Background: an optimization exercise with open tools, aiming at small area, a short achievable clock period and few clock cycles per item. Do not read the settings as production practice.
Where RTL was checked, it was by simulation tests only, not by an equivalence proof against the original.
Only the layout flow was run in runs 4 to 6; the RTL was not checked for function there.
Power figures rest on the tool's default switching activity, not on a simulated workload.

## config.mk

```make
export PLATFORM = sky130hd
export DESIGN_NAME = lc4_processor
export DESIGN_NICKNAME = lc4_processor
export VERILOG_FILES = /design/flow/design.v
export SDC_FILE = /design/flow/constraint.sdc
export NUM_CORES = 4
export LEC_CHECK = 0
export CAP_MARGIN = 30
export CORE_MARGIN = 2
export CORE_UTILIZATION = 55
export SLEW_MARGIN = 50
export BUFFER_PORTS_ARGS = -buffer_cell sky130_fd_sc_hd__buf_4
```

## constraint.sdc

```tcl
create_clock -name core_clock -period 38.0 [get_ports {clk}]
set_input_delay 7.6000 -clock core_clock [delete_from_list [all_inputs] [get_ports {clk}]]
set_output_delay 7.6000 -clock core_clock [all_outputs]
set_load 0.01 [all_outputs]
```

## design.v

```verilog
`timescale 1ns / 1ps
`default_nettype none
`timescale 1ns / 1ps
`default_nettype none
`timescale 1ns / 1ps
`default_nettype none
`timescale 1ns / 1ps
`default_nettype none
module lc4_fastadd #(parameter N = 16)
   (input  wire [N-1:0] a,
    input  wire [N-1:0] b,
    input  wire         ci,
    output wire [N-1:0] s,
    output wire         co);
   localparam L = 5;                          
   wire [N:0] g [0:L];
   wire [N:0] p [0:L];
   assign g[0] = {a & b, ci};
   assign p[0] = {a ^ b, 1'b0};
   genvar l, i;
   generate
      for (l = 0; l < L; l = l + 1) begin : lev
         for (i = 0; i <= N; i = i + 1) begin : bi
            if ((i >> l) & 1) begin : comb
               localparam integer J = ((i >> (l + 1)) << (l + 1)) + (1 << l) - 1;
               assign g[l + 1][i] = g[l][i] | (p[l][i] & g[l][J]);
               assign p[l + 1][i] = p[l][i] & p[l][J];
            end else begin : pass
               assign g[l + 1][i] = g[l][i];
               assign p[l + 1][i] = p[l][i];
            end
         end
      end
   endgenerate
   assign s  = p[0][N:1] ^ g[L][N-1:0];
   assign co = g[L][N];
endmodule
`timescale 1ns / 1ps
`default_nettype none
`timescale 1ns / 1ps
`default_nettype none
module lc4_processor(input wire         clk,
                     input wire         rst,
                     input wire         gwe,
                     output wire [15:0] o_cur_pc,
                     input wire [15:0]  i_cur_insn_A,
                     input wire [15:0]  i_cur_insn_B,
                     output wire [15:0] o_dmem_addr,
                     input wire [15:0]  i_cur_dmem_data,
                     output wire        o_dmem_we,
                     output wire [15:0] o_dmem_towrite,
                     output wire [ 1:0] test_stall_A,
                     output wire [ 1:0] test_stall_B,
                     output wire [15:0] test_cur_pc_A,
                     output wire [15:0] test_cur_pc_B,
                     output wire [15:0] test_cur_insn_A,
                     output wire [15:0] test_cur_insn_B,
                     output wire        test_regfile_we_A,
                     output wire        test_regfile_we_B,
                     output wire [ 2:0] test_regfile_wsel_A,
                     output wire [ 2:0] test_regfile_wsel_B,
                     output wire [15:0] test_regfile_data_A,
                     output wire [15:0] test_regfile_data_B,
                     output wire        test_nzp_we_A,
                     output wire        test_nzp_we_B,
                     output wire [ 2:0] test_nzp_new_bits_A,
                     output wire [ 2:0] test_nzp_new_bits_B,
                     output wire        test_dmem_we_A,
                     output wire        test_dmem_we_B,
                     output wire [15:0] test_dmem_addr_A,
                     output wire [15:0] test_dmem_addr_B,
                     output wire [15:0] test_dmem_data_A,
                     output wire [15:0] test_dmem_data_B,
                     input  wire [ 7:0] switch_data,
                     output wire [15:0] seven_segment_data,
                     output wire [ 7:0] led_data
                     );
   localparam S   = 2;                        
   localparam NCH = 16 / S;                   
   reg [15:0] pc;                             
   reg        d_valid;                        
   reg [2:0]  d_rs, d_rt;                     
   reg        d_byp_s, d_byp_t;               
   reg [15:0] d_insn;                         
   reg        m_valid;                        
   reg [15:0] m_pc, m_insn, m_res, m_sdata;
   reg [15:0] m_addr;                         
   reg        m_rwe, m_nzp_we, m_load, m_store_we;
   reg [2:0]  m_wsel;
   reg        w_stall;                        
   reg [15:0] w_pc, w_insn, w_data, w_addr;
   reg        w_rwe, w_nzp_we, w_dwe, w_mem, w_mem_hi;    
   reg [2:0]  w_wsel, w_nzp;
   reg [15:0] rf [0:7];
   reg [2:0]  nzp;
   wire [15:0] dv_r  = m_addr;
   wire [15:0] dv_aq = m_sdata;
   reg [2:0]  dv_cnt;                         
   wire [3:0] f_op = i_cur_insn_A[15:12];
   wire [2:0] f_rs = (f_op == 4'b0010 || f_op == 4'b1101) ? i_cur_insn_A[11:9] :    
                     (f_op == 4'b1000)                    ? 3'd7 :                  
                                                            i_cur_insn_A[8:6];
   wire [2:0] f_rt = (f_op == 4'b0111) ? i_cur_insn_A[11:9] : i_cur_insn_A[2:0];   
   wire [15:0] I  = d_insn;
   wire [3:0]  op = I[15:12];
   wire op_br   = op == 4'b0000;
   wire op_ar   = op == 4'b0001;
   wire op_cmp  = op == 4'b0010;
   wire op_jsr  = op == 4'b0100;
   wire op_log  = op == 4'b0101;
   wire op_ldr  = op == 4'b0110;
   wire op_str  = op == 4'b0111;
   wire op_rti  = op == 4'b1000;
   wire op_con  = op == 4'b1001;
   wire op_sh   = op == 4'b1010;
   wire op_jmp  = op == 4'b1100;
   wire op_hic  = op == 4'b1101;
   wire op_trap = op == 4'b1111;
   wire is_sub   = op_ar & ~I[5] & (I[4:3] == 2'b10);
   wire is_mul   = op_ar & ~I[5] & (I[4:3] == 2'b01);
   wire is_div   = op_ar & ~I[5] & (I[4:3] == 2'b11);
   wire is_mod   = op_sh & (I[5:4] == 2'b11);
   wire is_divmod = is_div | is_mod;
   wire [2:0] rs_sel = d_rs;                  
   wire [2:0] rt_sel = d_rt;
   wire rs_re = op_ar | op_cmp | (op_jsr & ~I[11]) | op_log | op_ldr | op_str |
                op_rti | op_sh | (op_jmp & ~I[11]) | op_hic;
   wire rt_re = (op_ar & ~I[5]) | (op_cmp & ~I[8]) |
                (op_log & ~I[5] & (I[4:3] != 2'b01)) | op_str | is_mod;
   wire x_rwe = op_ar | op_jsr | op_log | op_ldr | op_con | op_sh | op_hic | op_trap;
   wire [2:0] x_wsel = (op_jsr | op_trap) ? 3'd7 : I[11:9];
   wire x_nzp_we = x_rwe | op_cmp;
   wire [15:0] rs_val = d_byp_s ? m_res : rf[rs_sel];
   wire [15:0] rt_val = d_byp_t ? m_res : rf[rt_sel];
   wire x_fwd = d_valid & x_rwe & ~op_ldr;    
   wire m_ld = m_valid & m_load;
   wire br_real = op_br & (I[11:9] != 3'b000);
   wire lu_stall = m_ld & (((m_wsel == rs_sel) & rs_re) | ((m_wsel == rt_sel) & rt_re) | br_real);
   wire div_stall;
   wire x_stall = d_valid & (lu_stall | div_stall);
   wire [15:0] a = rs_val;
   wire [15:0] b = rt_val;
   wire [15:0] imm5 = {{11{I[4]}}, I[4:0]};
   wire [15:0] imm6 = {{10{I[5]}}, I[5:0]};
   wire [15:0] imm7 = {{9{I[6] & ~I[7]}}, I[6:0]};   
   wire [15:0] imm9 = {{7{I[8]}}, I[8:0]};
   wire addsub_neg = is_sub | op_cmp | is_divmod;
   wire [15:0] add_bsrc = (op_ldr | op_str) ? imm6 :
                          (op_ar & I[5])    ? imm5 :
                          (op_cmp & I[8])   ? imm7 : b;
   wire cmp_signed = ~I[7];
   wire a_x = op_cmp & cmp_signed & a[15];
   wire b_x = op_cmp & cmp_signed & add_bsrc[15];
   wire [16:0] sum;
   lc4_fastadd #(17) u_add (.a({a_x, a}), .b({b_x, add_bsrc} ^ {17{addsub_neg}}), .ci(addsub_neg),
                            .s(sum), .co());
   wire cmp_eq = (sum[15:0] == 16'd0);
   wire [15:0] cmp_res = cmp_eq ? 16'h0000 : sum[16] ? 16'hFFFF : 16'h0001;
   wire [15:0] mul_res = a * b;
   wire [15:0] logic_res = (I[5] | I[4:3] == 2'b00) ? (a & (I[5] ? imm5 : b)) :
                           (I[4:3] == 2'b01)        ? ~a :
                           (I[4:3] == 2'b10)        ? (a | b) : (a ^ b);
   wire [15:0] shl = a << I[3:0];
   wire [31:0] shr_w = {{16{I[4] & a[15]}}, a} >> I[3:0];
   wire [15:0] shr = shr_w[15:0];
   wire [15:0] da = a;
   wire [15:0] db = b;
   wire dv_first = (dv_cnt == 3'd0);
   wire [15:0] dvr [0:S];
   wire [S-1:0] dvq;
   wire [15:0] dv_aq_in = dv_first ? da : dv_aq;
   assign dvr[0] = dv_first ? 16'd0 : dv_r;
   genvar k;
   generate for (k = 0; k < S; k = k + 1) begin : dstep
      wire [16:0] sh = {dvr[k], dv_aq_in[15 - k]};
      wire [16:0] df;
      wire ge;
      lc4_fastadd #(17) u_sub (.a(sh), .b(~{1'b0, db}), .ci(1'b1), .s(df), .co(ge));
      assign dvq[S - 1 - k] = ge;
      assign dvr[k + 1] = ge ? df[15:0] : sh[15:0];
   end endgenerate
   wire [15:0] dv_aq_step = {dv_aq_in[15-S:0], dvq};
   wire b_zero = (db == 16'd0);
   wire lz16 = sum[16];                       
   wire lz8  = ({8'd0, da[15:8]} < db);         
   wire lz4  = ({4'd0, da[15:4]} < db);         
   wire dv_now  = dv_first & (b_zero | lz16);
   wire dv_last = (dv_cnt == NCH - 1);
   assign div_stall = is_divmod & ~dv_now & ~dv_last;
   wire dv_busy = d_valid & div_stall & ~lu_stall;    
   wire [15:0] div_res = dv_now ? 16'd0 : dv_aq_step;
   wire [15:0] mod_res = dv_now ? (b_zero ? 16'd0 : da) : dvr[S];
   wire sk4 = dv_first & lz4;
   wire sk8 = dv_first & lz8 & ~lz4;
   wire [15:0] dv_r_n  = sk4 ? {4'd0, da[15:4]} : sk8 ? {8'd0, da[15:8]} : dvr[S];
   wire [15:0] dv_aq_n = sk4 ? {da[3:0], 12'd0} : sk8 ? {da[7:0], 8'd0} : dv_aq_step;
   wire [2:0] dv_cnt_n = sk4 ? 3'd6 : sk8 ? 3'd4 : dv_cnt + 3'd1;
   wire [15:0] pc1 = pc;                      
   wire [15:0] d_pc = pc - 16'd1;
   reg [15:0] x_res;
   always @(*) begin
      case (op)
        4'b0001: x_res = is_mul ? mul_res : sum[15:0];
        4'b0010: x_res = cmp_res;
        4'b0101: x_res = logic_res;
        4'b0110, 4'b0111: x_res = sum[15:0];
        4'b1001: x_res = imm9;
        4'b1010: x_res = (I[5:4] == 2'b00) ? shl : shr;
        4'b1101: x_res = {I[7:0], a[7:0]};
        default: x_res = pc1;    
      endcase
   end
   wire m_nzw = m_valid & m_nzp_we;
   wire [2:0] m_nzp_bits = {m_res[15], m_res == 16'd0, ~m_res[15] & (m_res != 16'd0)};
   wire [2:0] cur_nzp = m_nzw ? m_nzp_bits : (~w_stall & w_nzp_we) ? w_nzp : nzp;
   wire br_taken = op_br & ((I[11:9] & cur_nzp) != 3'b000) & (I[8:0] != 9'd0);
   wire jmp_rel  = op_jmp & I[11] & (I[10:0] != 11'd0);
   wire [15:0] rel_tgt;
   lc4_fastadd #(16) u_tgt (.a(pc1), .b(op_br ? imm9 : {{5{I[10]}}, I[10:0]}), .ci(1'b0),
                            .s(rel_tgt), .co());
   wire redirect = d_valid & (br_taken | jmp_rel | op_jsr | op_rti | (op_jmp & ~I[11]) | op_trap);
   wire [15:0] tgt = (op_br | op_jmp & I[11]) ? rel_tgt :
                     (op_jsr & I[11])          ? {d_pc[15], I[10:0], 4'b0000} :
                     op_trap                   ? {8'h80, I[7:0]} : a;
   wire [15:0] w_data_n = m_load ? i_cur_dmem_data : m_store_we ? m_sdata : m_res;
   wire m_mem = m_load | m_store_we;
   always @(posedge clk) begin
      if (gwe) begin
         if (rst) begin
            pc      <= 16'h8200;
            d_valid <= 1'b0;
            d_byp_s <= 1'b0;
            d_byp_t <= 1'b0;
            m_valid <= 1'b0;
            w_stall <= 1'b1;
            nzp     <= 3'b000;
            dv_cnt  <= 3'd0;
         end else begin
            if (!x_stall) begin
               pc      <= redirect ? tgt : pc + 16'd1;
               d_valid <= ~redirect;
               d_insn  <= i_cur_insn_A;
               d_rs    <= f_rs;
               d_rt    <= f_rt;
            end
            if (x_stall) begin                   
               d_byp_s <= 1'b0;
               d_byp_t <= 1'b0;
            end else begin
               d_byp_s <= x_fwd & (f_rs == x_wsel);
               d_byp_t <= x_fwd & (f_rt == x_wsel);
            end
            if (d_valid & is_divmod & ~lu_stall)
               dv_cnt <= div_stall ? dv_cnt_n : 3'd0;
            m_valid <= d_valid & ~x_stall;
            w_stall <= ~m_valid;
            if (~w_stall & w_nzp_we) nzp <= w_nzp;
         end
         m_pc       <= d_pc;
         m_insn     <= d_insn;
         m_res      <= is_divmod ? (is_div ? div_res : mod_res) : x_res;    
         m_addr     <= dv_busy ? dv_r_n  : sum[15:0];
         m_sdata    <= dv_busy ? dv_aq_n : rt_val;
         m_rwe      <= x_rwe;
         m_nzp_we   <= x_nzp_we;
         m_wsel     <= x_wsel;
         m_load     <= op_ldr;
         m_store_we <= op_str & d_valid & ~x_stall & ~rst;
         w_pc     <= m_pc;
         w_insn   <= m_insn;
         w_data   <= w_data_n;
         w_addr   <= m_mem ? m_addr : 16'd0;
         w_rwe    <= m_rwe;
         w_nzp_we <= m_nzp_we;
         w_wsel   <= m_wsel;
         w_dwe    <= m_store_we;
         w_mem    <= m_mem;
         w_mem_hi <= m_insn[15:13] == 3'b011;        
         w_nzp    <= {w_data_n[15], w_data_n == 16'd0, ~w_data_n[15] & (w_data_n != 16'd0)};
      end
   end
   genvar g;
   generate for (g = 0; g < 8; g = g + 1) begin : regs
      always @(posedge clk) begin
         if (gwe) begin
            if (rst) rf[g] <= 16'd0;
            else if (m_valid & m_rwe & (m_wsel == g)) rf[g] <= m_load ? i_cur_dmem_data : m_res;
         end
      end
   end endgenerate
   assign o_cur_pc       = pc;
   assign o_dmem_addr    = m_addr;
   assign o_dmem_we      = m_store_we;
   assign o_dmem_towrite = m_sdata;
   assign test_stall_A        = {1'b0, w_stall};
   assign test_cur_pc_A       = w_pc;
   assign test_cur_insn_A     = w_insn;
   assign test_regfile_we_A   = w_rwe;
   assign test_regfile_wsel_A = w_wsel;
   assign test_regfile_data_A = w_data;
   assign test_nzp_we_A       = w_nzp_we;
   assign test_nzp_new_bits_A = w_nzp;
   assign test_dmem_we_A      = w_dwe;
   assign test_dmem_addr_A    = w_addr;
   assign test_dmem_data_A    = {w_mem_hi ? w_data[15:8] : 8'd0, w_mem ? w_data[7:0] : 8'd0};
   assign test_stall_B        = 2'd1;
   assign test_cur_pc_B       = 16'd0;
   assign test_cur_insn_B     = 16'd0;
   assign test_regfile_we_B   = 1'b0;
   assign test_regfile_wsel_B = 3'd0;
   assign test_regfile_data_B = 16'd0;
   assign test_nzp_we_B       = 1'b0;
   assign test_nzp_new_bits_B = 3'd0;
   assign test_dmem_we_B      = 1'b0;
   assign test_dmem_addr_B    = 16'd0;
   assign test_dmem_data_B    = 16'd0;
   assign seven_segment_data = 16'h0000;
   assign led_data = 8'h00;
endmodule
```

## flow/run.sh

```bash
#!/bin/bash
set -euo pipefail
cat >> config.mk <<'EOC'
export BUFFER_PORTS_ARGS = -buffer_cell sky130_fd_sc_hd__buf_4
EOC
bash standard.sh > flow.log 2>&1
```

## standard.sh

```bash
#!/bin/bash
# synth_recipe.tcl (not shown) runs the flow's synth.tcl, then flattens the netlist and writes it again
# the make line also repeats each setting of config.mk as NAME=value (left out here)
make -C /OpenROAD-flow-scripts/flow DESIGN_CONFIG=/design/flow/config.mk WORK_HOME=/design/flow/orfs CLKGATE_MAP_FILE= SYNTH_SCRIPT=/design/flow/synth_recipe.tcl "${@:-finish}"
```

==> results by group, run 1 <==
Synth
  – Mapped Cells: 3066
  – Synth top area share: 34.77%
  – Cell with the most instances after synthesis: edfxtp_1
  – Synth top area cells: edfxtp_1, ha_1, fa_1
  – EDFF count, synth: 338
  – Register area share after synthesis: 34.77%
  – Most common flop cell mapped by yosys: edfxtp_1
  – Yosys reg bits: 338
  – Synth top cells by count: edfxtp_1, nand2_1, nor2_1, inv_1, a21oi_1
  – Netlist cell types: 98
  – Mapped cell area: 29190 um2
  – Yosys warning total: 4
  – Synth async-reset ratio: 0%
  – Leading area contributor after synthesis: edfxtp_1
  – Syn avg cell area: 9.520 um2

GRT
  – All-Layer GR Usage: 39.11%
  – Largest net degree at the start of global routing: 73
  – First-pass GRT wire length: 156200 um
  – Vias in the first global route: 24090
  – GR Overflow Total: 0
  – Initial antenna violation count: 5

Worst setup path
  – Worst Path Arrival: 10.06 ns
  – CP Capture Type: register
  – Crit path largest cell delay: 0.77 ns
  – Flop2flop setup slack: 28.26 ns
  – Setup CP Type: register to register
  – Startpoint types: register
  – Worst endpoint required time: 38.32 ns
  – CP max-delay cell: a2111oi_1
  – Worst r2r path cells: 27
  – Worst-path fanout max: 60
  – Reg2reg start: d_rt[1]
  – Most common cell on crit path: fa_1
  – Reg-to-Reg End: m_res[15]

STA
  – Fin Hold WS: 0.4175 ns
  – Worst relative slew slack: 47.03%
  – Final hold vios: 0
  – Final setup TNS: 0 ns
  – Measured slew at the worst slew-check pin: 0.7937 ns
  – Fin crit share: 25.64%
  – Clock Skew: 0.02523 ns
  – Crit path time final: 9.743 ns
  – Slew Limit Fails: 0
  – PnR worst setup slack: 28.26 ns
  – F_max: 102.6 MHz
  – Unrepaired setup endpoints after global routing: false
  – Setup violators final: 0

Die
  – Area of the die: 54930 um2
  – Die width: 234.4 um
  – Rows: 84
  – Core Region: 52550 um2
  – Initial Utilization: 55.55%
  – Die height: 234.4 um
  – I/O pins: 314

Route
  – Iter 0 DRT Violations: 3349
  – Via density: 6.612
  – WL final: 109300 um
  – DR pass1 iterations: 9
  – Post-route DRC: 0
  – Routed length per placed instance: 28.09 um
  – Antenna Nets Post-Route: 0
  – Vias: 25730

Clocking
  – Clk latency of the worst-skew pair: 0.59 ns
  – # Post-CTS Setup Buffers: 0
  – CTS Buffer Depth: 3
  – Sink Count: 338
  – CTS tree: yes
  – Num CTS Buffers: 40
  – # resized after CTS: 0
  – Hold-fix buffers, CTS: 0
  – H-Tree Depth: 2
  – Clock-pin slew on the worst setup and hold paths: 0.06 ns
  – Root Buffer: clkbuf_16

Place
  – Post-detail-place hpwl: 77350 um
  – PortBufs: 173
  – Pre-CTS setup slack: 27.99 ns
  – Final GP Congestion: 1.039
  – Placed instance area: 30810 um2

Final layout
  – Diodes inserted: 0
  – Core Util, Final: 61.29%
  – Layout fillers: 4408
  – Final instance area: 32210 um2
  – Share of layout cells above drive strength 1: 14.83%
  – Final net count: 3490
  – Area delta synth->final: 10.34%

Run status
  – Status: complete, no violations

Hold path
  – Hold Crit Class: register to register
  – Hold depth: 0
  – WHS Endpoint: w_pc[13]
  – Hold path startpoint: m_pc[13]

Power
  – Maximum vdd drop: 0.0003512 V
  – PD cells: 68.07 nW/um2
  – Pleak: 12.98 nW

Flow run
  – Max cap viols: 0
==> metal layers <==
| metal | vias to the layer above | part of all wire [%] | track usage (%) |
|---|---|---|---|
| li1 | 11060 | - | - |
| met3 | 428 | 13 | 10.74 |
| met4 | 4 | 6.2 | 21.46 |
| met1 | 12440 | 38 | 51.78 |
| met5 | - | 0.021 | 0 |
| met2 | 1808 | 43 | 58.19 |
==> logic make-up (layout without fill, tap and decap cells) <==
family / count (synthesis) / after routing / share of synthesized area [%]
other: 2 / 116 / 0.02573
AND/OR/NAND/NOR: 882 / 882 / 14.41
adder cells (fa/ha/maj): 258 / 258 / 13.45
XOR/XNOR: 131 / 131 / 4.119
buffers and inverters: 529 / 553 / 8.929
multiplexers: 148 / 148 / 6.897
flip-flops: 338 / 338 / 34.77
AO/OA/AOI/OAI: 778 / 778 / 17.39
==> worst max path at each step <==
| stage | from | end | cells past startpoint |
|---|---|---|---|
| finish | d_rt[1] | m_res[15] | 27 |
| global route | d_rs[0] | m_res[15] | 28 |
| CTS | d_rt[1] | m_res[15] | 27 |
| detailed placement | gwe | dv_cnt[1] | 4 |
| global placement | gwe | dv_cnt[0] | 4 |
| floorplan | rst | d_valid | 3 |
==> cell type report <==
type	instances	area (um2)	share of cell area [%]
Multi-Input combinational cell	2313	17080	53.04
Sequential cell	338	10150	31.51
Timing Repair Buffer	260	1968	6.111
Clock buffer	48	1031	3.201
Tap cell	688	860.8	2.673
Inverter	220	827.0	2.568
Clock inverter	25	287.8	0.8935
==> through the flow <==
step                      power, mW  std cells
after floorplan               1.335       3180
after global placement        1.747       3813
after detailed placement      1.778       3816
after CTS                     2.172       3889
after global routing          2.320       3892
final                         2.192       3892
==> placed cells by master, fill, tap and decap left out, types with 32 or more instances in the layout <==
cell,count
fa_1,93
buf_4,254
nor2b_1,49
clkbuf_16,40
o21ai_0,178
nand2_1,257
mux4_2,38
xnor2_1,78
a211oi_1,35
conb_1,116
ha_1,165
o211ai_1,35
xor2_1,48
mux2i_1,78
nor3_1,41
nand2b_1,52
a221oi_1,36
nand3_1,48
nor2_1,251
edfxtp_1,338
and2_1,43
inv_1,206
a21oi_1,191
o22ai_1,32
==> flip-flops by register name (all words and copies together), names as in the netlist, 2 cells and up <==
name	cells
m_pc	16
dv_cnt	3
w_addr	16
m_insn	16
m_addr	16
w_nzp	2
pc	16
w_insn	16
d_insn	16
rf	128
w_wsel	3
d_rt	3
d_rs	3
nzp	3
w_data	16
m_wsel	3
m_sdata	16
w_pc	16
m_res	16
==> power breakdown <==
group,switching [mW],internal (mW),total [mW]
sequential,0.0310,0.452,0.483
combinational,0.811,0.506,1.32
clock,0.163,0.230,0.392
==> critical path, delay by kind of cell (launching register included) <==
family / cells / cell delay, ns
AO/OA/AOI/OAI: 4 / 1.51
multiplexers: 1 / 0.40
buffers and inverters: 7 / 1.92
flip-flops: 1 / 0.35
adder cells (fa/ha/maj): 7 / 3.41
XOR/XNOR: 8 / 1.83
Testbench counts, summed over its fixed seeds: cycles 73,510, instructions 64,000.
==> run 2: changes to the inputs <==
--- a/config.mk
+++ b/config.mk
@@ -9,3 +9,3 @@
 export CORE_MARGIN = 2
-export CORE_UTILIZATION = 55
+export CORE_UTILIZATION = 35
 export SLEW_MARGIN = 50
==> run 2 against run 1 <==
Compared with the run above:
- final cell count is 10% higher
- critical path depth is 1 higher
- synthesized cell count stayed put
- worst hold slack worse by 0.0069 ns
- still clean
- utilization is 22 points lower
- non-clock buffer count is 10 higher
- clock power is 2% higher
- die area is 56% higher
- via count is 1.9% lower
- critical endpoint is now m_res[9]
- power is 0.46% lower
- first-iteration DRC count is 9.8% higher
==> results by group, run 2 <==
Run status
  – Status: complete, no violations

Final layout
  – Most frequent cells in the layout: edfxtp_1, buf_4, nand2_1
  – Leading cell type in the layout, fill and taps excluded: edfxtp_1
  – Final net count: 3501 (+0.32%)
  – Diodes inserted: 0 (unchanged)
  – Share of layout cells above drive strength 1: 14.89% (+0.069 points)
  – Biggest register: rf
  – Area delta synth->final: 12.26%
  – Max FFs per register: 128 (unchanged)

Synth
  – Register area share after synthesis: 34.77% (unchanged)
  – Yosys reg bits: 338 (unchanged)
  – Most common flop cell mapped by yosys: edfxtp_1
  – Mapped Cells: 3066 (unchanged)
  – Netlist cell types: 98 (unchanged)
  – EDFF count, synth: 338 (unchanged)
  – Synth top area share: 34.77% (unchanged)
  – Yosys warning total: 4 (unchanged)
  – Mapped cell area: 29190 um2 (unchanged)
  – Synth top area cells: edfxtp_1, ha_1, fa_1
  – Cell with the most instances after synthesis: edfxtp_1
  – Syn avg cell area: 9.520 um2 (unchanged)
  – Synth top cells by count: edfxtp_1, nand2_1, nor2_1, inv_1, a21oi_1
  – Leading area contributor after synthesis: edfxtp_1
  – Synth async-reset ratio: 0% (unchanged)

STA
  – Fin Hold WS: 0.4106 ns (-0.006857 ns)
  – F_max: 103.2 MHz (+0.50%)
  – Unrepaired setup endpoints after global routing: false
  – Clock Skew: 0.02533 ns (+0.00009680 ns)
  – Final setup TNS: 0 ns (unchanged)
  – Crit path time final: 9.694 ns (-0.04890 ns)
  – Final hold vios: 0 (unchanged)
  – Measured slew at the worst slew-check pin: 0.7500 ns (-0.04374 ns)
  – Worst relative slew slack: 49.64% (+2.6 points)
  – Setup violators final: 0 (unchanged)
  – Slew Limit Fails: 0 (unchanged)
  – Fin crit share: 25.51% (-0.13 points)

Power
  – Flop pwr share: 22.1% (about the same)
  – Power, Total: 2.182 mW (-0.46%)
  – PD cells: 66.60 nW/um2 (-2.2%)
  – Sw frac: 45.65% (-0.16 points)
  – Psw: 0.9962 mW (-0.81%)
  – Logic pwr share: 59.7% (-0.4 points)
  – Internal Pwr Total: 1.186 mW (-0.16%)
  – Pleak: 13.04 nW (+0.49%)
  – Clock network fraction of total power: 18.2% (+0.3 points)
  – Maximum vdd drop: 0.00006742 V (-81%)

GRT
  – GR Overflow Total: 0 (unchanged)
  – Vias in the first global route: 23420 (-2.8%)
  – Largest net degree at the start of global routing: 77 (+5.5%)
  – First-pass GRT wire length: 161300 um (+3.3%)
  – Initial antenna violation count: 3 (-2)
  – All-Layer GR Usage: 25.30% (-14 points)

Clocking
  – Clock-pin slew on the worst setup and hold paths: 0.06 ns (about the same)
  – CTS tree: yes
  – Sink Count: 338 (unchanged)
  – Hold-fix buffers, CTS: 0 (unchanged)
  – # resized after CTS: 0 (unchanged)
  – # Post-CTS Setup Buffers: 0 (unchanged)
  – CTS Buffer Depth: 3 (unchanged)
  – H-Tree Depth: 2 (unchanged)
  – Num CTS Buffers: 41 (+2.5%)
  – Clk latency of the worst-skew pair: 0.60 ns (about the same)
  – Root Buffer: clkbuf_16

Route
  – Vias: 25250 (-1.9%)
  – Post-route DRC: 0 (unchanged)
  – DR pass1 iterations: 6 (-3)
  – Routed length per placed instance: 26.06 um (-7.2%)
  – Iter 0 DRT Violations: 3677 (+9.8%)
  – Antenna Nets Post-Route: 0 (unchanged)
  – Via density: 5.890 (-11%)
  – WL final: 111700 um (+2.2%)

Place
  – PortBufs: 173 (unchanged)
  – Post-detail-place hpwl: 78630 um (+1.6%)
  – Final GP Congestion: 1.016 (-2.2%)

Die
  – Rows: 105 (+25%)
  – Core Region: 82370 um2 (+57%)
  – I/O pins: 314 (unchanged)
  – Die width: 292.8 um (+25%)
  – Die height: 292.8 um (+25%)
  – Area of the die: 85720 um2 (+56%)
  – Initial Utilization: 35.44% (-20 points)

Worst setup path
  – Worst endpoint required time: 38.26 ns (-0.06 ns)
  – Crit path largest cell delay: 0.60 ns (-0.17 ns)
  – Startpoint types: register
  – CP Capture Type: register
  – Setup CP Type: register to register
  – CP max-delay cell: o311ai_0
  – Worst-path fanout max: 49 (-18%)
  – Worst Path Arrival: 9.96 ns (-0.10 ns)

Hold path
  – Hold Crit Class: register to register

Flow run
  – Max cap viols: 0 (unchanged)
==> run 2: changes by cell type in the layout (fill, tap and decap cells not counted), moves of 3 or more <==
cell | previous run | this run
buf_4 | 254 | 261
clkinv_1 | 12 | 16
clkinv_4 | 3 | 0
a2111oi_0 | 5 | 8
==> run 2: routing by layer <==
metal | global-route usage [%] | vias up | share of wire (%)
met5 | 0 | - | 0
met4 | 11.41 | 0 | 4.9
met3 | 5.661 | 286 | 11
met2 | 38.73 | 1535 | 44
met1 | 34.13 | 12330 | 40
li1 | - | 11100 | -
==> run 2: final timing paths <==
kind | startpoint | end | slack, ns | cells after the start
max reg2reg | d_rt[0] | m_res[9] | 28.31 | 28
max | d_rt[0] | m_res[9] | 28.31 | 28
min reg2reg | m_insn[6] | w_insn[6] | 0.41 | 0
min | m_insn[6] | w_insn[6] | 0.41 | 0
==> run 2: power by group through the flow <==
| stage | sequential [mW] | clock [mW] | combinational, mW |
|---|---|---|---|
| 6_report | 0.481 | 0.398 | 1.30 |
| 5_1_grt | 0.485 | 0.416 | 1.41 |
| 4_1_cts | 0.482 | 0.403 | 1.27 |
| 3_5_place_dp | 0.489 | 0 | 1.26 |
| 3_3_place_gp | 0.489 | 0 | 1.24 |
| 2_1_floorplan | 0.481 | 0 | 0.854 |
==> run 2: final cells by class <==
type | count | area, um2
Fill cell | 8128 | 49610
Multi-Input combinational cell | 2313 | 17050
Sequential cell | 338 | 10150
Timing Repair Buffer | 270 | 2069
Tap cell | 1070 | 1339
Clock buffer | 47 | 1049
Inverter | 220 | 827.0
Clock inverter | 28 | 287.8
==> run 2: worst max-delay path, delay by kind of cell (launching register included) <==
family / cells / cell delay (ns)
AO/OA/AOI/OAI: 16 / 4.76
adder cells (fa/ha/maj): 2 / 0.67
flip-flops: 1 / 0.32
AND/OR/NAND/NOR: 2 / 0.70
buffers and inverters: 7 / 2.42
multiplexers: 1 / 0.43
==> run 2: kinds of logic after synthesis <==
family | count (synthesis) | share of synthesized area (%)
muxes | 148 | 6.897
buffers and inverters | 529 | 8.929
other | 2 | 0.02573
AOI/OAI and AO/OA | 778 | 17.39
xor gates and xnor gates | 131 | 4.119
DFF | 338 | 34.77
adders and majority gates | 258 | 13.45
and+or+nand+nor | 882 | 14.41
==> run 2: stage by stage <==
step,instance area [um2],cells,utilization [%],setup WS (ns)
2_1_floorplan,29620,3180,-,28.48
3_3_place_gp,31220,4202,37.90,27.79
3_5_place_dp,31330,4204,38.04,28.01
4_1_cts,32670,4279,39.66,28.16
5_1_grt,32770,4286,39.78,28.05
6_report,32770,4286,39.78,28.31
==> run 3: changes to the inputs <==
--- a/config.mk
+++ b/config.mk
@@ -9,3 +9,3 @@
 export CORE_MARGIN = 2
-export CORE_UTILIZATION = 35
+export CORE_UTILIZATION = 40
 export SLEW_MARGIN = 50
==> run 3 against run 2 <==
Compared with the run above:
- power shrank 1.5%
- via count rose by 0.15%
- routed wire length shrank 3.3%
- synthesized cell count stayed put
- die area shrank 12%
- clock skew rose by 0.020 ns
- first-iteration DRC count shrank 4.7%
- count of clock-buffer cells in the layout is 3 lower
- sequential share of layout area increased by 0.25 points
- worst hold slack gained 0.0050 ns
==> results by group, run 3 <==
Die
  – I/O pins: 314 (unchanged)
  – Die width: 274.1 um (-6.4%)
  – Rows: 99 (-5.7%)
  – Core Region: 72590 um2 (-12%)
  – Die height: 274.1 um (-6.4%)
  – Area of the die: 75150 um2 (-12%)
  – Initial Utilization: 40.21% (+4.8 points)

STA
  – Slew Limit Fails: 0 (unchanged)
  – Setup violators final: 0 (unchanged)
  – Unrepaired setup endpoints after global routing: false
  – Final setup TNS: 0 ns (unchanged)
  – Clock Skew: 0.04525 ns (+0.01992 ns)
  – Crit path time final: 9.332 ns (-0.3616 ns)
  – Fin crit share: 24.56% (-0.95 points)
  – Measured slew at the worst slew-check pin: 0.8138 ns (+0.06380 ns)
  – Fin Hold WS: 0.4157 ns (+0.005050 ns)
  – Worst relative slew slack: 45.36% (-4.3 points)
  – F_max: 107.2 MHz (+3.9%)
  – Final hold vios: 0 (unchanged)

GRT
  – Largest net degree at the start of global routing: 73 (-5.2%)
  – GR Overflow Total: 0 (unchanged)
  – All-Layer GR Usage: 28.26% (+3.0 points)
  – Vias in the first global route: 23790 (+1.6%)
  – First-pass GRT wire length: 158100 um (-1.9%)
  – Initial antenna violation count: 4 (+1)

Worst setup path
  – CP max-delay cell: a221oi_1
  – CP Capture Type: register
  – Worst Path Arrival: 9.61 ns (-0.35 ns)
  – Worst-path fanout max: 64 (+31%)
  – Crit path largest cell delay: 0.66 ns (+0.06 ns)
  – Worst endpoint required time: 38.28 ns (+0.02 ns)
  – Setup CP Type: register to register
  – Most common cell on crit path: buf_4
  – Buf/Inv on CP: 7 (unchanged)
  – Startpoint types: register
  – Worst path top cell family by delay: compound AO/OA/AOI/OAI gates

Place
  – Placed cells: 4090 (-2.7%)
  – Placed instance area: 31190 um2 (-0.46%)
  – Final GP Congestion: 1.025 (+0.88%)
  – Post-detail-place hpwl: 75890 um (-3.5%)
  – PortBufs: 173 (unchanged)

Power
  – PD cells: 66.16 nW/um2 (-0.66%)
  – Pleak: 12.96 nW (-0.64%)
  – Maximum vdd drop: 0.0001679 V (+150%)

Clocking
  – H-Tree Depth: 2 (unchanged)
  – CTS Buffer Depth: 3 (unchanged)
  – Clock-pin slew on the worst setup and hold paths: 0.06 ns (about the same)
  – Sink Count: 338 (unchanged)
  – # resized after CTS: 0 (unchanged)
  – Clk latency of the worst-skew pair: 0.60 ns (about the same)
  – Hold-fix buffers, CTS: 0 (unchanged)
  – Root Buffer: clkbuf_16
  – Num CTS Buffers: 40 (-2.4%)
  – CTS tree: yes
  – # Post-CTS Setup Buffers: 0 (unchanged)

Synth
  – Netlist cell types: 98 (unchanged)
  – Yosys reg bits: 338 (unchanged)
  – Most common flop cell mapped by yosys: edfxtp_1
  – Synth async-reset ratio: 0% (unchanged)
  – Cell with the most instances after synthesis: edfxtp_1
  – EDFF count, synth: 338 (unchanged)
  – Mapped Cells: 3066 (unchanged)
  – Synth top cells by count: edfxtp_1, nand2_1, nor2_1, inv_1, a21oi_1
  – Synth top area share: 34.77% (unchanged)
  – Yosys warning total: 4 (unchanged)
  – Syn avg cell area: 9.520 um2 (unchanged)
  – Register area share after synthesis: 34.77% (unchanged)
  – Mapped cell area: 29190 um2 (unchanged)
  – Synth top area cells: edfxtp_1, ha_1, fa_1
  – Leading area contributor after synthesis: edfxtp_1

Flow run
  – Max cap viols: 0 (unchanged)

Route
  – Metal2 WL: 45780 um (-6.4%)
  – Routed length per placed instance: 25.94 um (-0.46%)
  – Iter 0 DRT Violations: 3505 (-4.7%)
  – DR pass1 iterations: 6 (unchanged)
  – Uppermost layer routed: met5
  – Vias: 25280 (+0.15%)
  – Via density: 6.072 (+3.1%)
  – WL final: 108000 um (-3.3%)
  – Post-route DRC: 0 (unchanged)
  – Met3 routed WL: 13260 um (+9.2%)
  – M1 wire length: 43220 um (-4.2%)
  – Antenna Nets Post-Route: 0 (unchanged)

Final layout
  – Max FFs per register: 128 (unchanged)
  – Area delta synth->final: 11.35%
  – Final net count: 3492 (-0.26%)
  – Leading cell type in the layout, fill and taps excluded: edfxtp_1
  – Layout Cells excl Fill: 4164 (-2.8%)
  – Share of layout cells above drive strength 1: 14.92% (+0.029 points)
  – Final instance area: 32500 um2 (-0.81%)
  – Most frequent cells in the layout: edfxtp_1, nand2_1, buf_4
  – Biggest register: rf
  – Core Util, Final: 44.78% (+5.0 points)

Run status
  – Status: complete, no violations

Hold path
  – Hold Crit Class: register to register
run 3: changes by cell type in the layout (fill, tap and decap cells not counted), moves of 2 or more:
cell	before	now
diode_2	0	2
bufinv_16	4	1
buf_4	261	255
clkinv_2	7	10
nor2_4	0	2
clkbuf_1	6	4
clkinv_4	0	3
a2111oi_1	2	0
clkinv_1	16	11
o21a_2	4	2
nor2_1	252	249
o21a_1	29	31
run 3: power by group:
part	internal (mW)	switching [mW]	leakage, nW
Sequential	0.452	0.0299	3.30
Clock	0.203	0.167	0.603
Combinational	0.508	0.790	9.06
Total	1.16	0.987	13.0
run 3: final timing paths:
check        slack (ns)  cells after the start   endpoint       from
max               28.67                     29  m_res[13]    d_rt[0]
min                0.42                      0  w_insn[3]  m_insn[3]
max reg2reg       28.67                     29  m_res[13]    d_rt[0]
min reg2reg        0.42                      0  w_insn[3]  m_insn[3]
run 3: cell type report:
class,count,area [um2]
Clock buffer,44,1016
Tap cell,959,1200
Sequential cell,338,10150
Clock inverter,26,224.0
Multi-Input combinational cell,2313,17080
Timing Repair Buffer,262,1996
Antenna cell,2,5.005
Inverter,220,827.0
Fill cell,7048,40090
run 3: kinds of logic (layout without fill, tap and decap cells):
group / Yosys count / in the layout / share of synthesized area (%)
buffers and inverters: 529 / 552 / 8.929
muxes: 148 / 148 / 6.897
AOI/OAI and AO/OA: 778 / 778 / 17.39
other: 2 / 118 / 0.02573
and+or+nand+nor: 882 / 882 / 14.41
DFF: 338 / 338 / 34.77
xor gates and xnor gates: 131 / 131 / 4.119
adders and majority gates: 258 / 258 / 13.45
run 3: routing by layer:
| metal | GRT usage [%] | vias to the layer above |
|---|---|---|
| met5 | 0.7060 | - |
| met4 | 13.14 | 6 |
| met3 | 6.568 | 359 |
| met2 | 41.77 | 1685 |
| met1 | 39.05 | 12170 |
| li1 | - | 11070 |
run 3: through the flow:
stage          total power [mW]  setup WS (ns)
6_report                  2.150          28.67
5_1_grt                   2.279          28.36
4_1_cts                   2.135          28.68
3_5_place_dp              1.756          28.40
3_3_place_gp              1.745          28.13
2_1_floorplan             1.335          28.48
==> run 4: changes to the inputs <==
--- a/design.v
+++ b/design.v
@@ -80,2 +80,3 @@
    reg [15:0] pc;                             
+   reg [15:0] pc_o;                           
    reg        d_valid;                        
@@ -230,2 +231,3 @@
             pc      <= 16'h8200;
+            pc_o    <= 16'h8200;
             d_valid <= 1'b0;
@@ -240,2 +242,3 @@
                pc      <= redirect ? tgt : pc + 16'd1;
+               pc_o    <= redirect ? tgt : pc_o + 16'd1;
                d_valid <= ~redirect;
@@ -290,3 +293,3 @@
    end endgenerate
-   assign o_cur_pc       = pc;
+   assign o_cur_pc       = pc_o;
    assign o_dmem_addr    = m_addr;
==> run 4 against run 3 <==
Compared with the run above:
- sequential share of layout area grew 0.68 points
- clock power grew 11%
- global-route usage shrank 0.32 points
- worst hold slack lost 0.0017 ns
- clock skew shrank 0.022 ns
- sequential cell count grew 16
==> results by group, run 4 <==
STA
  – Worst relative slew slack: 46.69% (+1.3 points)
  – Unrepaired setup endpoints after global routing: false
  – PnR worst setup slack: 28.55 ns (-0.1137 ns)
  – Measured slew at the worst slew-check pin: 0.7997 ns (-0.01406 ns)
  – Final hold vios: 0 (unchanged)
  – Final setup TNS: 0 ns (unchanged)
  – Slew Limit Fails: 0 (unchanged)
  – Clock Skew: 0.02359 ns (-0.02166 ns)
  – Setup violators final: 0 (unchanged)
  – Crit path time final: 9.446 ns (+0.1137 ns)
  – Fin crit share: 24.86% (+0.30 points)
  – F_max: 105.9 MHz (-1.2%)

Hold path
  – Hold path startpoint: m_pc[10]
  – WHS Endpoint: w_pc[10]
  – Hold Crit Class: register to register
  – Hold depth: 0 (unchanged)

Worst setup path
  – Worst r2r path cells: 26 (-10%)
  – Startpoint types: register
  – Worst-path fanout max: 42 (-34%)
  – Crit path largest cell delay: 0.70 ns (+0.04 ns)
  – Reg2reg start: d_rt[1]
  – CP max-delay cell: or3_1
  – Flop2flop setup slack: 28.55 ns (-0.11 ns)
  – CP Capture Type: register
  – Setup CP Type: register to register
  – Worst endpoint required time: 38.34 ns (+0.06 ns)
  – Reg-to-Reg End: m_res[15]
  – Worst Path Arrival: 9.78 ns (+0.17 ns)
  – Most common cell on crit path: fa_1

Die
  – Die width: 277.5 um (+1.2%)
  – Area of the die: 77020 um2 (+2.5%)
  – I/O pins: 314 (unchanged)
  – Initial Utilization: 40.33% (+0.12 points)
  – Rows: 100 (+1.0%)
  – Core Region: 74200 um2 (+2.2%)
  – Die height: 277.5 um (+1.2%)

Route
  – Post-route DRC: 0 (unchanged)
  – WL final: 110800 um (+2.6%)
  – Via density: 6.033 (-0.64%)
  – DR pass1 iterations: 9 (+3)
  – Antenna Nets Post-Route: 0 (unchanged)
  – Vias: 25730 (+1.7%)
  – Iter 0 DRT Violations: 3212 (-8.4%)
  – Routed length per placed instance: 25.99 um (+0.18%)

Clocking
  – Clk latency of the worst-skew pair: 0.59 ns (about the same)
  – # Post-CTS Setup Buffers: 0 (unchanged)
  – Clock-pin slew on the worst setup and hold paths: 0.06 ns (about the same)
  – H-Tree Depth: 2 (unchanged)
  – CTS tree: yes
  – Num CTS Buffers: 41 (+2.5%)
  – Hold-fix buffers, CTS: 0 (unchanged)
  – Root Buffer: clkbuf_16
  – # resized after CTS: 0 (unchanged)
  – Sink Count: 354 (+4.7%)
  – CTS Buffer Depth: 3 (unchanged)

Synth
  – Mapped cell area: 29920 um2 (+2.5%)
  – Register area share after synthesis: 35.52% (+0.75 points)
  – Yosys warning total: 4 (unchanged)
  – Cell with the most instances after synthesis: edfxtp_1
  – Most common flop cell mapped by yosys: edfxtp_1
  – Synth top cells by count: edfxtp_1, nor2_1, nand2_1, a21oi_1, inv_1
  – Synth async-reset ratio: 0% (unchanged)
  – Leading area contributor after synthesis: edfxtp_1
  – Netlist cell types: 101 (+3.1%)
  – Syn avg cell area: 9.467 um2 (-0.56%)
  – Mapped Cells: 3161 (+3.1%)
  – Yosys reg bits: 354 (+4.7%)
  – Synth top area cells: edfxtp_1, ha_1, fa_1
  – Synth top area share: 35.52% (+0.75 points)
  – EDFF count, synth: 354 (+4.7%)

GRT
  – All-Layer GR Usage: 27.95% (-0.32 points)
  – Largest net degree at the start of global routing: 69 (-5.5%)
  – Initial antenna violation count: 3 (-1)
  – Vias in the first global route: 24450 (+2.8%)
  – First-pass GRT wire length: 161100 um (+1.9%)
  – GR Overflow Total: 0 (unchanged)

Final layout
  – Layout Cells excl Fill: 4264 (+2.4%)
  – Area delta synth->final: 11.34% (about the same)
  – Share of layout cells above drive strength 1: 14.19% (-0.74 points)
  – Core Util, Final: 44.91% (+0.13 points)
  – Biggest register: rf
  – Leading cell type in the layout, fill and taps excluded: edfxtp_1
  – Most frequent cells in the layout: edfxtp_1, nor2_1, buf_4
  – Final net count: 3579 (+2.5%)
  – Max FFs per register: 128 (unchanged)

Place
  – Pre-CTS setup slack: 28.06 ns (-0.3347 ns)
  – Post-detail-place hpwl: 78330 um (+3.2%)
  – Final GP Congestion: 1.017 (-0.86%)
  – Placed cells: 4183 (+2.3%)
  – PortBufs: 173 (unchanged)

Power
  – Maximum vdd drop: 0.0001194 V (-29%)
  – PD cells: 63.36 nW/um2 (-4.2%)
  – Pleak: 13.42 nW (+3.6%)

Run status
  – Status: complete, no violations

Flow run
  – Max cap viols: 0 (unchanged)
run 4: cell types whose count changed after synthesis, sizes merged, moves of 12 or more:
cell / before / now
and2: 52 / 36
mux4: 38 / 18
a221oi: 38 / 50
nor2: 257 / 302
a21o: 18 / 33
edfxtp: 338 / 354
a21oi: 205 / 220
nand2: 258 / 241
mux2i: 81 / 93
run 4: cell type report:
cell class | count | area, um2
inverters | 226 | 848.3
multi-input cells | 2382 | 17300
clock inverters | 27 | 302.8
clock buffers | 47 | 1070
fillers | 7240 | 40880
well taps | 969 | 1212
diodes | 3 | 7.507
repair buffers | 256 | 1944
flip-flops and latches | 354 | 10630
run 4: cell families (layout without fill, tap and decap cells):
kind of cell	count (synthesis)	in the layout	share of synthesized area [%]
other cells	2	119	0.02510
compound gates	827	827	18.42
simple gates	887	887	13.92
fa+ha+maj	259	259	13.16
flops	354	354	35.52
mux	150	150	5.987
buf+inv	539	556	8.688
xor+xnor	143	143	4.277
run 4: layer usage:
metal  vias to the layer above  wire [um]  GRT usage [%]
li1                      11390          -              -
met1                     12540      45820          37.82
met2                      1479      48980          43.21
met3                       310      10650          5.845
met4                         4       5344          12.15
met5                         -         30              0
run 4: worst max-delay path: cells and delay by family, from the launching register on:
kind | cells | cell delay (ns)
adder cells (fa/ha/maj) | 8 | 3.37
AO/OA/AOI/OAI | 9 | 2.77
buffers and inverters | 7 | 1.40
AND/OR/NAND/NOR | 1 | 0.70
XOR/XNOR | 1 | 0.53
flip-flops | 1 | 0.35
run 4: how the worst max path moves through the flow:
| stage | endpoint | depth (start not counted) | startpoint |
|---|---|---|---|
| after floorplan | d_valid | 2 | gwe |
| after global placement | dv_cnt[0] | 4 | gwe |
| after detailed placement | dv_cnt[1] | 5 | gwe |
| after CTS | m_res[15] | 32 | d_rt[0] |
| after global routing | m_res[15] | 30 | d_rt[1] |
| final | m_res[15] | 26 | d_rt[1] |
run 4: report_power, final:
part	total (mW)	switching, mW	internal (mW)
Sequential	0.500	0.0272	0.473
Combinational	1.20	0.749	0.452
Clock	0.411	0.173	0.239
run 4: metrics by stage:
step | total power, mW | cell area (um2) | hold slack, ns
3_3_place_gp | 1.673 | 31730 | 0.4024
6_report | 2.111 | 33320 | 0.4140
3_5_place_dp | 1.685 | 31840 | 0.4054
4_1_cts | 2.108 | 33220 | 0.4144
5_1_grt | 2.235 | 33310 | 0.4216
2_1_floorplan | 1.282 | 30350 | 0.4003
==> run 5: changes to the inputs <==
--- a/design.v
+++ b/design.v
@@ -80,3 +80,2 @@
    reg [15:0] pc;                             
-   reg [15:0] pc_o;                           
    reg        d_valid;                        
@@ -159,3 +158,9 @@
    wire [15:0] cmp_res = cmp_eq ? 16'h0000 : sum[16] ? 16'hFFFF : 16'h0001;
-   wire [15:0] mul_res = a * b;
+   wire [15:0] mpp [0:15];
+   genvar mi;
+   generate for (mi = 0; mi < 16; mi = mi + 1) begin : mpart
+      assign mpp[mi] = b[mi] ? (a << mi) : 16'd0;
+   end endgenerate
+   wire [15:0] mul_res = mpp[0] + mpp[1] + mpp[2] + mpp[3] + mpp[4] + mpp[5] + mpp[6] + mpp[7] +
+                         mpp[8] + mpp[9] + mpp[10] + mpp[11] + mpp[12] + mpp[13] + mpp[14] + mpp[15];
    wire [15:0] logic_res = (I[5] | I[4:3] == 2'b00) ? (a & (I[5] ? imm5 : b)) :
@@ -231,3 +236,2 @@
             pc      <= 16'h8200;
-            pc_o    <= 16'h8200;
             d_valid <= 1'b0;
@@ -242,3 +246,2 @@
                pc      <= redirect ? tgt : pc + 16'd1;
-               pc_o    <= redirect ? tgt : pc_o + 16'd1;
                d_valid <= ~redirect;
@@ -293,3 +296,3 @@
    end endgenerate
-   assign o_cur_pc       = pc_o;
+   assign o_cur_pc       = pc;
    assign o_dmem_addr    = m_addr;
==> run 5 against run 4 <==
Compared with the run above:
- synthesized cell count decreased by 4.7%
- via count shrank 2.3%
- worst hold slack improved by 0.0038 ns
- sequential power fell by 4%
- power grew 2.9%
- global-route usage rose by 2.4 points
- design area down 4.2%
- critical path depth increased by 4
- non-clock buffer count up 7
- final cell count decreased by 4.1%
- critical path type unchanged
==> results by group, run 5 <==
Synth
  – Leading area contributor after synthesis: edfxtp_1
  – Mapped Cells: 3012 (-4.7%)
  – Netlist cell types: 92 (-8.9%)
  – EDFF count, synth: 338 (-4.5%)
  – Yosys reg bits: 338 (-4.5%)
  – Register area share after synthesis: 35.35% (-0.17 points)
  – Synth top area cells: edfxtp_1, ha_1, fa_1
  – Synth async-reset ratio: 0% (unchanged)
  – Synth top cells by count: edfxtp_1, nor2_1, nand2_1, inv_1, o21ai_0
  – Most common flop cell mapped by yosys: edfxtp_1
  – Syn avg cell area: 9.533 um2 (+0.70%)
  – Synth top area share: 35.35% (-0.17 points)
  – Cell with the most instances after synthesis: edfxtp_1
  – Yosys warning total: 4 (unchanged)
  – Mapped cell area: 28710 um2 (-4.0%)

Final layout
  – Leading cell type in the layout, fill and taps excluded: edfxtp_1
  – Final net count: 3425 (-4.3%)
  – Max FFs per register: 128 (unchanged)
  – Biggest register: rf
  – Layout fillers: 6863 (-5.2%)
  – Most frequent cells in the layout: edfxtp_1, buf_4, nor2_1
  – Core Util, Final: 44.82% (-0.085 points)
  – Final instance area: 31930 um2 (-4.2%)
  – Diodes inserted: 0 (-3)
  – Area delta synth->final: 11.21%
  – Share of layout cells above drive strength 1: 14.52% (+0.33 points)

Power
  – Power, Total: 2.172 mW (+2.9%)
  – PD cells: 68.01 nW/um2 (+7.3%)
  – Pleak: 12.84 nW (-4.3%)
  – Maximum vdd drop: 0.0001029 V (-14%)

Route
  – Iter 0 DRT Violations: 3160 (-1.6%)
  – Antenna Nets Post-Route: 0 (unchanged)
  – Via density: 6.144 (+1.8%)
  – Post-route DRC: 0 (unchanged)
  – Vias: 25140 (-2.3%)
  – Routed length per placed instance: 28.23 um (+8.6%)
  – WL final: 115500 um (+4.2%)
  – DR pass1 iterations: 6 (-3)

Clocking
  – CTS Buffer Depth: 3 (unchanged)
  – Clock-pin slew on the worst setup and hold paths: 0.06 ns (about the same)
  – Root Buffer: clkbuf_16
  – CTS tree: yes
  – Hold-fix buffers, CTS: 0 (unchanged)
  – # Post-CTS Setup Buffers: 0 (unchanged)
  – H-Tree Depth: 2 (unchanged)
  – Sink Count: 338 (-4.5%)
  – Clk latency of the worst-skew pair: 0.58 ns (about the same)
  – Num CTS Buffers: 36 (-12%)
  – # resized after CTS: 0 (unchanged)

STA
  – Worst relative slew slack: 47.40% (+0.71 points)
  – Crit path time final: 9.982 ns (+0.5363 ns)
  – F_max: 100.2 MHz (-5.4%)
  – Unrepaired setup endpoints after global routing: false
  – Fin crit share: 26.27% (+1.4 points)
  – Setup violators final: 0 (unchanged)
  – Clock Skew: 0.03425 ns (+0.01066 ns)
  – Slew Limit Fails: 0 (unchanged)
  – Final setup TNS: 0 ns (unchanged)
  – Final hold vios: 0 (unchanged)
  – Measured slew at the worst slew-check pin: 0.7886 ns (-0.01113 ns)

Hold path
  – Hold depth: 0 (unchanged)
  – Hold path startpoint: m_pc[0]
  – WHS Endpoint: w_pc[0]
  – Hold Crit Class: register to register

GRT
  – Initial antenna violation count: 2 (-1)
  – All-Layer GR Usage: 30.36% (+2.4 points)
  – Vias in the first global route: 23570 (-3.6%)
  – First-pass GRT wire length: 164800 um (+2.3%)
  – Largest net degree at the start of global routing: 81 (+17%)
  – GR Overflow Total: 0 (unchanged)

Worst setup path
  – Startpoint types: register
  – Worst r2r path cells: 30 (+15%)
  – CP Capture Type: register
  – Reg2reg start: d_rt[2]
  – CP max-delay cell: and2_0
  – Worst Path Arrival: 10.28 ns (+0.50 ns)
  – Reg-to-Reg End: m_res[15]
  – Critical Path Source: d_rt[2]
  – Setup CP Type: register to register
  – Crit path largest cell delay: 0.71 ns (about the same)
  – Flop2flop setup slack: 28.02 ns (-0.54 ns)
  – Worst-path fanout max: 34 (-19%)
  – Worst endpoint required time: 38.30 ns (-0.04 ns)

Place
  – Post-detail-place hpwl: 83060 um (+6.0%)
  – PortBufs: 173 (unchanged)
  – Final GP Congestion: 1.026 (+0.97%)
  – Placed instance area: 30750 um2 (-3.4%)

Run status
  – Status: complete, no violations

Flow run
  – Max cap viols: 0 (unchanged)

Die
  – I/O pins: 314 (unchanged)
  – Core Region: 71240 um2 (-4.0%)
  – Area of the die: 73940 um2 (-4.0%)
  – Die width: 271.9 um (-2.0%)
  – Die height: 271.9 um (-2.0%)
  – Rows: 98 (-2.0%)
  – Initial Utilization: 40.31% (about the same)
## run 5: cell count changes after synthesis, moves of 13 or more
cell | before | now
a21oi_1 | 217 | 176
inv_1 | 208 | 181
clkbuf_1 | 127 | 157
a22oi_1 | 7 | 26
edfxtp_1 | 354 | 338
nor2_1 | 301 | 259
nor3_1 | 46 | 59
## run 5: how the worst max path moves through the flow
stage / end / slack (ns) / cells past startpoint
after floorplan: d_insn[0] / 29.16 / 2
after global placement: dv_cnt[0] / 27.92 / 4
after detailed placement: dv_cnt[0] / 28.08 / 4
after CTS: m_res[15] / 28.05 / 30
after global routing: m_res[15] / 27.77 / 30
final: m_res[15] / 28.02 / 30
## run 5: logic make-up (layout without fill, tap and decap cells)
family          count (synthesis)  after routing  share of synthesized area (%)
xor+xnor                      133            133                          4.296
compound gates                785            785                          18.34
fa+ha+maj                     253            253                          13.56
other cells                     2            116                        0.02615
buf+inv                       504            519                          8.279
simple gates                  858            858                          14.22
mux                           139            139                          5.926
flops                         338            338                          35.35
## run 5: per-layer routing
metal / vias to the layer above / global-route usage [%] / part of all wire [%]
li1: 10930 / - / -
met1: 12310 / 41.41 / 40
met2: 1562 / 45.93 / 43
met3: 340 / 5.545 / 10
met4: 0 / 16.01 / 6.2
met5: - / 0 / 0
## run 5: area by class of cell
class / count / area, um2 / share of cell area [%]
tap: 950 / 1189 / 3.722
inverter: 190 / 713.2 / 2.233
clock buffer: 42 / 923.4 / 2.892
timing repair buffer: 263 / 1988 / 6.226
sequential: 338 / 10150 / 31.79
clock inverter: 24 / 222.7 / 0.6975
multi-input combinational: 2284 / 16750 / 52.44
## run 5: where the power goes
| group | total [mW] | internal [mW] | switching, mW |
|---|---|---|---|
| clock network | 0.352 | 0.197 | 0.155 |
| registers | 0.481 | 0.452 | 0.0289 |
| logic | 1.34 | 0.531 | 0.809 |
| total | 2.17 | 1.18 | 0.992 |
## run 5: stage by stage
stage	setup WS, ns	hold slack (ns)	std cells
floorplan	29.16	0.4003	3126
global placement	27.92	0.4004	4024
detailed placement	28.08	0.4045	4024
CTS	28.05	0.4201	4090
global route	27.77	0.4219	4091
finish	28.02	0.4178	4091
## run 5: critical path: cells and delay by family, from the launching register on
family / cells / cell delay [ns]
simple gates: 5 / 2.14
compound gates: 8 / 1.60
flops: 1 / 0.53
xor+xnor: 2 / 0.79
buf+inv: 6 / 1.30
fa+ha+maj: 9 / 3.28
==> run 6: changes to the inputs <==
--- a/config.mk
+++ b/config.mk
@@ -9,3 +9,3 @@
 export CORE_MARGIN = 2
-export CORE_UTILIZATION = 40
+export CORE_UTILIZATION = 35
 export SLEW_MARGIN = 50
==> run 6 against run 5 <==
Compared with the run above:
- count of clock-buffer cells in the layout is 5 lower
- combinational power hardly changed
- largest power group unchanged
- utilization is 5.6 points lower
- die area is 14% higher
- setup slack better by 0.34 ns
- via count is 0.27% lower
- sequential share of layout area is 0.15 points lower
- clock power is 3% lower
- first-iteration DRC count is 5.9% lower
- register-to-register slack better by 0.34 ns
- global-route usage is 4.3 points lower
- area after synthesis stayed put
==> results by group, run 6 <==
Die
  – Rows: 105 (+7.1%)
  – Area of the die: 84350 um2 (+14%)
  – I/O pins: 314 (unchanged)
  – Core Region: 81720 um2 (+15%)
  – Initial Utilization: 35.14% (-5.2 points)
  – Die height: 290.4 um (+6.8%)
  – Die width: 290.4 um (+6.8%)

STA
  – Unrepaired setup endpoints after global routing: false
  – Fin crit share: 25.38% (-0.89 points)
  – Slew Limit Fails: 0 (unchanged)
  – Crit path time final: 9.645 ns (-0.3370 ns)
  – Final hold vios: 0 (unchanged)
  – Worst relative slew slack: 43.52% (-3.9 points)
  – Clock Skew: 0.03316 ns (-0.001087 ns)
  – Final setup TNS: 0 ns (unchanged)
  – F_max: 103.7 MHz (+3.5%)
  – Measured slew at the worst slew-check pin: 0.8455 ns (+0.05690 ns)
  – Setup violators final: 0 (unchanged)

Final layout
  – Multi-input gate area: 16750 um2 (about the same)
  – Leading cell type in the layout, fill and taps excluded: edfxtp_1
  – Most frequent cells in the layout: edfxtp_1, buf_4, nor2_1
  – Share of layout cells above drive strength 1: 14.65% (+0.13 points)
  – Register area: 10150 um2 (unchanged)
  – Max FFs per register: 128 (unchanged)
  – Biggest register: rf
  – Final net count: 3428 (+0.088%)
  – Core Util, Final: 39.27% (-5.6 points)
  – Area delta synth->final: 11.75%
  – Layout fillers: 8128 (+18%)

Route
  – Routed length per placed instance: 26.91 um (-4.7%)
  – Vias: 25070 (-0.27%)
  – Post-route DRC: 0 (unchanged)
  – DR pass1 iterations: 6 (unchanged)
  – WL final: 113400 um (-1.8%)
  – Iter 0 DRT Violations: 2973 (-5.9%)
  – Via density: 5.951 (-3.2%)
  – Antenna Nets Post-Route: 0 (unchanged)

Synth
  – Synth top area cells: edfxtp_1, ha_1, fa_1
  – Synth async-reset ratio: 0% (unchanged)
  – Synth top area share: 35.35% (unchanged)
  – Mapped Cells: 3012 (unchanged)
  – EDFF count, synth: 338 (unchanged)
  – Most common flop cell mapped by yosys: edfxtp_1
  – Simple-gate area share of the yosys netlist: 14.22% (unchanged)
  – Register area share after synthesis: 35.35% (unchanged)
  – Yosys warning total: 4 (unchanged)
  – Leading area contributor after synthesis: edfxtp_1
  – Synth top cells by count: edfxtp_1, nor2_1, nand2_1, inv_1, o21ai_0
  – Main combinational cell family by area after synthesis: compound AO/OA/AOI/OAI gates
  – Syn avg cell area: 9.533 um2 (unchanged)
  – Yosys reg bits: 338 (unchanged)
  – Netlist cell types: 92 (unchanged)
  – Adder-Cell Fraction of Synth Area: 13.56% (unchanged)
  – Complex-gate fraction of the synthesized area: 18.34% (unchanged)
  – Mapped cell area: 28710 um2 (unchanged)
  – Cell with the most instances after synthesis: edfxtp_1
  – Synth Area in XOR/XNOR: 4.296% (unchanged)
  – Multiplexer share of the synthesized area: 5.926% (unchanged)

Worst setup path
  – Worst r2r path cells: 29 (-3.3%)
  – Worst endpoint required time: 38.29 ns (about the same)
  – CP max-delay cell: nor2b_1
  – Setup CP Type: register to register
  – Worst Path Arrival: 9.93 ns (-0.35 ns)
  – CP Capture Type: register
  – Startpoint types: register
  – Crit path largest cell delay: 0.75 ns (+0.04 ns)
  – Worst-path fanout max: 39 (+15%)
  – Most common cell on crit path: fa_1

Place
  – Post-detail-place hpwl: 81890 um (-1.4%)
  – Final GP Congestion: 1.043 (+1.6%)
  – PortBufs: 173 (unchanged)

Clocking
  – # Post-CTS Setup Buffers: 0 (unchanged)
  – H-Tree Depth: 2 (unchanged)
  – # resized after CTS: 0 (unchanged)
  – Root Buffer: clkbuf_16
  – Clock-pin slew on the worst setup and hold paths: 0.07 ns (about the same)
  – CTS tree: yes
  – CTS Buffer Depth: 3 (unchanged)
  – Hold-fix buffers, CTS: 0 (unchanged)
  – Sink Count: 338 (unchanged)
  – Clk latency of the worst-skew pair: 0.57 ns (about the same)
  – Num CTS Buffers: 35 (-2.8%)

Power
  – Internal Pwr Total: 1.169 mW (-0.90%)
  – Logic pwr share: 62.0% (+0.3 points)
  – Sw frac: 46.02% (+0.32 points)
  – PD cells: 67.47 nW/um2 (-0.80%)
  – Psw: 0.9961 mW (+0.37%)
  – Pleak: 12.86 nW (+0.17%)
  – Clock network fraction of total power: 15.8% (-0.4 points)
  – Flop pwr share: 22.2% (about the same)
  – Maximum vdd drop: 0.00007340 V (-29%)

GRT
  – First-pass GRT wire length: 163700 um (-0.64%)
  – Vias in the first global route: 23760 (+0.81%)
  – Initial antenna violation count: 2 (unchanged)
  – GR Overflow Total: 0 (unchanged)
  – All-Layer GR Usage: 26.03% (-4.3 points)
  – Largest net degree at the start of global routing: 71 (-12%)

Run status
  – Status: complete, no violations

Hold path
  – Hold depth: 0 (unchanged)
  – Hold Crit Class: register to register

Flow run
  – Max cap viols: 0 (unchanged)
[run 6: cell counts after synthesis]
Identical to the previous run, type by type.
[run 6: critical path: cells and delay by family (launching register included)]
| family | cells | cell delay [ns] |
|---|---|---|
| AND/OR/NAND/NOR | 4 | 1.58 |
| flip-flops | 1 | 0.35 |
| buffers and inverters | 5 | 1.36 |
| AO/OA/AOI/OAI | 10 | 2.06 |
| XOR/XNOR | 2 | 0.84 |
| adder cells (fa/ha/maj) | 8 | 3.14 |
[run 6: worst paths after layout]
check	end	from	slack [ns]
max	m_res[15]	d_rs[2]	28.35
min	w_pc[1]	m_pc[1]	0.41
max reg2reg	m_res[15]	d_rs[2]	28.35
min reg2reg	w_pc[1]	m_pc[1]	0.41
[run 6: kinds of logic (layout without fill, tap and decap cells)]
logic type                 count (synthesis)  in the layout
xor gates and xnor gates                 133            133
and+or+nand+nor                          858            858
buffers and inverters                    504            519
DFF                                      338            338
other                                      2            118
muxes                                    139            139
AOI/OAI and AO/OA                        785            785
adders and majority gates                253            253
[run 6: area by class of cell]
cell class	instances	area share, %
flip-flops and latches	338	31.63
diodes	2	0.01560
clock buffers	37	2.753
clock inverters	25	0.6980
multi-input cells	2284	52.20
well taps	1070	4.172
repair buffers	267	6.305
inverters	190	2.227
[run 6: stage by stage]
stage	setup WS (ns)	cell area (um2)	power [mW]	instances	hold WS [ns]
after CTS	28.30	32020	2.149	4209	0.4118
after detailed placement	28.01	30920	1.804	4147	0.4045
after global routing	28.16	32080	2.292	4211	0.4261
final	28.35	32090	2.165	4213	0.4112
after floorplan	29.16	29140	1.350	3126	0.4003
after global placement	27.69	30860	1.793	4147	0.4002
[run 6: power groups by stage]
| stage | Combinational, mW | Clock, mW | Sequential, mW |
|---|---|---|---|
| 2_1_floorplan | 0.869 | 0 | 0.480 |
| 3_3_place_gp | 1.31 | 0 | 0.487 |
| 3_5_place_dp | 1.32 | 0 | 0.487 |
| 4_1_cts | 1.33 | 0.345 | 0.479 |
| 5_1_grt | 1.45 | 0.358 | 0.483 |
| 6_report | 1.34 | 0.342 | 0.480 |
[run 6: layer usage]
metal  wire [um]  global-route usage [%]  up-vias
li1            -                       -    10920
met1       44710                   33.60    12260
met2       50090                   41.04     1544
met3       11400                   5.193      349
met4        7176                   14.27        2
met5          11                       0        -

==> static timing again, ports no longer ideal <==
Ports are ideal in the flow. The routed layouts listed here were re-timed in OpenROAD. Step 1, drivers: a clkbuf_16 drives clk and a buf_2 each remaining input, both assumed. Step 2 adds t to the input delays and takes it off the output delays; t is the mean of the earliest and latest rising clock arrival at the registers after step 1. Input paths then give back, and output paths get back, about the clock's delay inside the block. Slacks: ideal ports / drivers / drivers and shift; pairs: ideal ports / drivers.
run	t (ns)	setup slack, ns	worst setup path at the end	latest minus earliest clock arrival (ns)
run 1	0.639	28.257 / 28.257 / 28.099	input to register	0.026 / 0.026
run 2	0.655	28.306 / 28.306 / 28.306	register to register	0.025 / 0.025
run 3	0.642	28.668 / 28.668 / 28.320	input to register	0.046 / 0.046
run 4	0.642	28.554 / 28.554 / 28.094	input to register	0.026 / 0.026
run 5	0.631	28.018 / 28.018 / 28.018	register to register	0.035 / 0.035
run 6	0.612	28.355 / 28.355 / 28.249	input to register	0.034 / 0.034
After both steps setup and hold are still met in every run listed. For run 4, which loses most, drivers alone change the setup slack by 0.000 ns; drivers and shift together by -0.460 ns.
